Context: an optimization exercise on an open-source flow, tuned for small area and a short achievable clock period. The choices shown serve that exercise and are no tape-out recipe. Function was checked by simulation only, so behaviour that the tests miss may differ from the original. No driver is modelled on the clock port, so clock power and skew are understated where the tree is cut down; a real chip needs a root buffer or a tree.

Design ParallelFIR, start of the top module:
module ParallelFIR(input wire clk,
                   input wire signed [7:0] x,
                   output reg signed [17:0] y);
Size: about 900 cells after synthesis, about 27 I/O pins, roughly 13,000 um2 of cells after synthesis.
export LEC_CHECK = 0
export CAP_MARGIN = 20
export CORE_MARGIN = 2
export CORE_UTILIZATION = 50
export SLEW_MARGIN = 20
export SYNTH_HIERARCHICAL = 1
export SYNTH_MINIMUM_KEEP_SIZE = 0
create_clock -name core_clock -period 11.0 [get_ports {clk}]
standard.sh (not shown) runs the stock make flow with config.mk's settings and CLKGATE_MAP_FILE= SYNTH_SCRIPT=/design/flow/synth_recipe.tcl, a recipe that flattens the netlist after the stock synthesis.
==> flow/flow/run.sh <==
#!/bin/bash
# The standard layout with these changes to how it is made (the SDC and
# its clock period are unchanged):
#  - repair_timing keeps extra setup margin, so that it sizes the design for a
#    shorter achieved period;
#  - the clock tree uses larger sink clusters and no dummy loads, and after CTS
#    its branch level is removed and the root split in four (flatten_clock.tcl),
#    so every register is clocked through one root buffer and one leaf buffer;
#  - the port buffers are buf_2 cells.
# Each tool's full output is in the ORFS logs; make's output is in
# standard_cts.log and standard.log, the clock edit's in flatten_clock.log.
set -e
export SETUP_SLACK_MARGIN=7.95
export CTS_ARGS="-sink_clustering_enable -repair_clock_nets -dont_use_dummy_load -buf_list {sky130_fd_sc_hd__clkbuf_8 sky130_fd_sc_hd__clkbuf_16} -sink_clustering_size 16 -sink_clustering_max_diameter 120"
export BUFFER_PORTS_ARGS="-buffer_cell sky130_fd_sc_hd__buf_2"
bash standard.sh cts > standard_cts.log 2>&1
CLK_ROOTS=4 CTS_ODB=$PWD/orfs/results/$FLOW_PLATFORM/ParallelFIR/base/4_cts.odb openroad -no_init -exit flow/flatten_clock.tcl > flatten_clock.log 2>&1
bash standard.sh > standard.log 2>&1
Other scripts of this flow, unchanged in this note and not shown: flow/flow/flatten_clock.tcl
The first run finished with timing, DRC and antenna clean.
Then changed:
--- a/flow/flow/run.sh
+++ b/flow/flow/run.sh
@@ -12,5 +12,5 @@
 set -e
 export SETUP_SLACK_MARGIN=7.95
-export CTS_ARGS="-sink_clustering_enable -repair_clock_nets -dont_use_dummy_load -buf_list {sky130_fd_sc_hd__clkbuf_8 sky130_fd_sc_hd__clkbuf_16} -sink_clustering_size 16 -sink_clustering_max_diameter 120"
+export CTS_ARGS="-sink_clustering_enable -repair_clock_nets -dont_use_dummy_load -buf_list sky130_fd_sc_hd__clkbuf_16 -sink_clustering_size 30 -sink_clustering_max_diameter 200"
 export BUFFER_PORTS_ARGS="-buffer_cell sky130_fd_sc_hd__buf_2"
 bash standard.sh cts > standard_cts.log 2>&1
Worst setup slack improves by 0.0088 ns.
Final cell count came out lower by about 0.6%.
Die area does not change.
Routed wire length decreases by about 1.4%.
Sequential share of layout area climbs by 0.62 points.
Via count shrinks by 1.1%.
Final area came out lower by 1.4%.
Area after synthesis does not change.
Then changed:
--- a/flow/flow/run.sh
+++ b/flow/flow/run.sh
@@ -11,5 +11,5 @@
 # standard_cts.log and standard.log, the clock edit's in flatten_clock.log.
 set -e
-export SETUP_SLACK_MARGIN=7.95
+export SETUP_SLACK_MARGIN=8.0
 export CTS_ARGS="-sink_clustering_enable -repair_clock_nets -dont_use_dummy_load -buf_list sky130_fd_sc_hd__clkbuf_16 -sink_clustering_size 30 -sink_clustering_max_diameter 200"
 export BUFFER_PORTS_ARGS="-buffer_cell sky130_fd_sc_hd__buf_2"
--- a/flow/config.mk
+++ b/flow/config.mk
@@ -6,8 +6,8 @@
 export NUM_CORES = 4
 export LEC_CHECK = 0
-export CAP_MARGIN = 20
+export CAP_MARGIN = 5
 export CORE_MARGIN = 2
 export CORE_UTILIZATION = 50
-export SLEW_MARGIN = 20
+export SLEW_MARGIN = 5
 export SYNTH_HIERARCHICAL = 1
 export SYNTH_MINIMUM_KEEP_SIZE = 0
=>
- count of clock-buffer cells in the layout stays the same
- design area increases by 0.45%
- wire length is about the same
- worst hold slack is unchanged
- setup slack hardly moves
- area after synthesis stays the same
- utilization goes up by 0.25 points
Then changed:
--- a/flow/config.mk
+++ b/flow/config.mk
@@ -6,8 +6,9 @@
 export NUM_CORES = 4
 export LEC_CHECK = 0
-export CAP_MARGIN = 5
+export CAP_MARGIN = 20
 export CORE_MARGIN = 2
-export CORE_UTILIZATION = 50
-export SLEW_MARGIN = 5
+export CORE_UTILIZATION = 60
+export PLACE_DENSITY = 0.75
+export SLEW_MARGIN = 20
 export SYNTH_HIERARCHICAL = 1
 export SYNTH_MINIMUM_KEEP_SIZE = 0
The new run produced a clean layout.
Cell area is lower by 0.58%.
Utilization is higher by 11 points.
Area after synthesis stays the same.
Global-route usage is higher by 3.4 points.
Die area is lower by 16%.
Clock skew is lower by 0.013 ns.
Count of clock-buffer cells in the layout stays the same.

---

ParallelFIR, a different RTL version from the one above (not shown whole).
For scale: roughly 910 cells after synthesis.
export LEC_CHECK = 0
export CAP_MARGIN = 20
export CORE_MARGIN = 2
export CORE_UTILIZATION = 50
export SLEW_MARGIN = 20
export SYNTH_HIERARCHICAL = 1
export SYNTH_MINIMUM_KEEP_SIZE = 0
create_clock -name core_clock -period 11.0 [get_ports {clk}]
==> flow/flow/run.sh <==
#!/bin/bash
# The standard layout with three changes to how it is made (the SDC and
# its clock period are unchanged): repair_timing keeps extra setup margin, so
# that it sizes the design for a shorter achieved period; the clock tree uses
# larger clusters and no dummy loads; the port buffers are buf_2 cells.
# Each tool's output is in the ORFS logs; make's output is in standard.log.
set -e
export SETUP_SLACK_MARGIN=7.7
export CTS_ARGS="-sink_clustering_enable -repair_clock_nets -dont_use_dummy_load -buf_list sky130_fd_sc_hd__clkbuf_16 -sink_clustering_size 30 -sink_clustering_max_diameter 200"
export BUFFER_PORTS_ARGS="-buffer_cell sky130_fd_sc_hd__buf_2"
bash standard.sh > standard.log 2>&1
Next try:
--- a/flow/config.mk
+++ b/flow/config.mk
@@ -10 +10 @@
-export CORE_UTILIZATION = 50
+export CORE_UTILIZATION = 65
After rerunning:
- sequential cell count is unchanged
- hold slack stays flat
- utilization grows by 17 points
- first-iteration DRC count shrinks by 21%
- global-route usage grows by 5.9 points
Next try:
==> flow/flow/run.sh (replaced) <==
#!/bin/bash
# The standard layout, with repair_timing asked to keep extra setup margin
# (the SDC and its clock period are unchanged) so that it sizes the design for
# a shorter achieved period, and a smaller clock tree without dummy loads.
# Each tool's output is in the ORFS logs; make's output is in standard.log.
set -e
export SETUP_SLACK_MARGIN=7.7
export CTS_ARGS="-sink_clustering_enable -repair_clock_nets -dont_use_dummy_load -buf_list sky130_fd_sc_hd__clkbuf_16 -sink_clustering_size 30 -sink_clustering_max_diameter 200"
bash standard.sh > standard.log 2>&1
--- a/flow/config.mk
+++ b/flow/config.mk
@@ -10 +10 @@
-export CORE_UTILIZATION = 65
+export CORE_UTILIZATION = 50
Result: Worst hold slack is about the same. Final cell count climbs by a few percent. Design area went up slightly. Worst setup slack gets worse by 0.045 ns. Wire length came out lower by a few percent. Flip-flop and latch count does not change.
Next try:
==> flow/flow/run.sh (replaced) <==
#!/bin/bash
# The standard layout with three changes to how it is made (the SDC and
# its clock period are unchanged): repair_timing keeps extra setup margin, so
# that it sizes the design for a shorter achieved period; the clock tree uses
# larger clusters and no dummy loads; the port buffers are buf_2 cells.
# Each tool's output is in the ORFS logs; make's output is in standard.log.
set -e
export SETUP_SLACK_MARGIN=8.2
export CTS_ARGS="-sink_clustering_enable -repair_clock_nets -dont_use_dummy_load -buf_list sky130_fd_sc_hd__clkbuf_16 -sink_clustering_size 30 -sink_clustering_max_diameter 200"
export BUFFER_PORTS_ARGS="-buffer_cell sky130_fd_sc_hd__buf_2"
bash standard.sh > standard.log 2>&1
Cell area rises by a few percent.
Final cell count climbs by a few percent.
Non-clock buffer count climbs by 45.
Next try:
--- a/flow/flow/run.sh
+++ b/flow/flow/run.sh
@@ -8 +8 @@
-export SETUP_SLACK_MARGIN=8.2
+export SETUP_SLACK_MARGIN=8.0
After rerunning:
- The changed run produced a clean layout
- hold slack hardly moves
- final area fell by 3.8%
- synthesized area stays the same
- routed wire length shrinks by 4.2%
- non-clock buffer count is lower by 38
- utilization goes down by 2.1 points

---

== alpha ==
Another version of the RTL of ParallelFIR (not shown whole).
Size: ~270 flip-flops, ~27 I/O pins, ~0.013 mm² of cells after synthesis.
// ParallelFIR
module ParallelFIR(input wire clk,
                   input wire signed [7:0] x,
                   output reg signed [17:0] y);
Settings: LEC_CHECK=0, CAP_MARGIN=20, CORE_MARGIN=2, CORE_UTILIZATION=50, SLEW_MARGIN=20, SYNTH_HIERARCHICAL=1, SYNTH_MINIMUM_KEEP_SIZE=0; clock period 11.0 ns.
==> flow/flow/run.sh <==
#!/bin/bash
# The standard layout with these changes to how it is made (the SDC and
# its clock period are unchanged):
#  - repair_timing keeps extra setup margin, so that it sizes the design for a
#    shorter achieved period;
#  - the clock tree uses larger sink clusters and no dummy loads, and after CTS
#    its branch level is removed and the root split in four (flatten_clock.tcl),
#    so every register is clocked through one root buffer and one leaf buffer;
#  - the port buffers are buf_2 cells.
# Each tool's full output is in the ORFS logs; make's output is in
# standard_cts.log and standard.log, the clock edit's in flatten_clock.log.
set -e
export SETUP_SLACK_MARGIN=8.05
export CTS_ARGS="-sink_clustering_enable -repair_clock_nets -dont_use_dummy_load -buf_list sky130_fd_sc_hd__clkbuf_16 -sink_clustering_size 30 -sink_clustering_max_diameter 200"
export BUFFER_PORTS_ARGS="-buffer_cell sky130_fd_sc_hd__buf_2"
bash standard.sh cts > standard_cts.log 2>&1
CLK_ROOTS=4 CTS_ODB=$PWD/orfs/results/$FLOW_PLATFORM/ParallelFIR/base/4_cts.odb openroad -no_init -exit flow/flatten_clock.tcl > flatten_clock.log 2>&1
bash standard.sh > standard.log 2>&1
Other scripts of this flow, unchanged in this note and not shown: flow/flow/flatten_clock.tcl
Inputs modified between alpha and beta:
--- a/flow/flow/run.sh
+++ b/flow/flow/run.sh
@@ -11,5 +11,5 @@
 # standard_cts.log and standard.log, the clock edit's in flatten_clock.log.
 set -e
-export SETUP_SLACK_MARGIN=8.05
+export SETUP_SLACK_MARGIN=7.95
 export CTS_ARGS="-sink_clustering_enable -repair_clock_nets -dont_use_dummy_load -buf_list sky130_fd_sc_hd__clkbuf_16 -sink_clustering_size 30 -sink_clustering_max_diameter 200"
 export BUFFER_PORTS_ARGS="-buffer_cell sky130_fd_sc_hd__buf_2"
Notes after the runs:
Having completed the whole flow, beta delivered a layout that passed the timing, design-rule and antenna checks. Total of cells resized after clock tree synthesis (lower): beta. Compared with alpha, in beta slew at the pin with the worst max-slew slack rose 12 ps.

==> port drivers added, routing unchanged <==
How much do the figures lean on ideal ports? The routed layouts below were timed once more, with nothing changed but the port constraints.
Step 1 (the two cells are an assumption about what drives the block):
set clk [get_ports {clk}]
set_driving_cell -lib_cell sky130_fd_sc_hd__clkbuf_16 $clk
set_driving_cell -lib_cell sky130_fd_sc_hd__buf_2 [delete_from_list [all_inputs] $clk]
Step 2 adds t to the input delays and takes it off the output delays; t is the mean of the earliest and latest rising clock arrival at the registers after step 1. Input paths then give back, and output paths get back, about the clock's delay inside the block.
Slacks: no drivers / after step 1 / after step 2; pairs: no drivers / after step 1.
| run | t, ns | slack for setup (ns) | hold slack, ns | worst slew at a driven data input, ns |
|---|---|---|---|---|
| the first run of note 1 | 0.401 | 8.032 / 7.956 / 8.032 | 0.331 / 0.331 / 0.331 | 0.03 |
| the second run of note 1 | 0.383 | 8.041 / 7.947 / 8.041 | 0.300 / 0.300 / 0.300 | 0.03 |
| the third run of note 1 | 0.384 | 8.043 / 7.946 / 8.062 | 0.300 / 0.300 / 0.300 | 0.03 |
| the fourth run of note 1 | 0.377 | 8.050 / 7.956 / 8.063 | 0.338 / 0.338 / 0.338 | 0.03 |
| the first run of note 2 | 0.528 | 7.848 / 7.827 / 7.848 | 0.339 / 0.339 / 0.339 | 0.03 |
| the second run of note 2 | 0.519 | 7.804 / 7.804 / 7.804 | 0.338 / 0.338 / 0.338 | 0.03 |
| the third run of note 2 | 0.526 | 7.759 / 7.710 / 7.845 | 0.340 / 0.340 / 0.340 | 0.03 |
| the fourth run of note 2 | 0.526 | 7.866 / 7.818 / 8.007 | 0.339 / 0.339 / 0.339 | 0.03 |
| the fifth run of note 2 | 0.528 | 7.874 / 7.827 / 8.053 | 0.340 / 0.340 / 0.340 | 0.03 |
| alpha | 0.381 | 8.037 / 7.940 / 8.075 | 0.345 / 0.345 / 0.345 | 0.03 |
| beta | 0.381 | 8.036 / 7.939 / 8.056 | 0.346 / 0.346 / 0.346 | 0.03 |
After both steps every run listed still meets setup and hold.
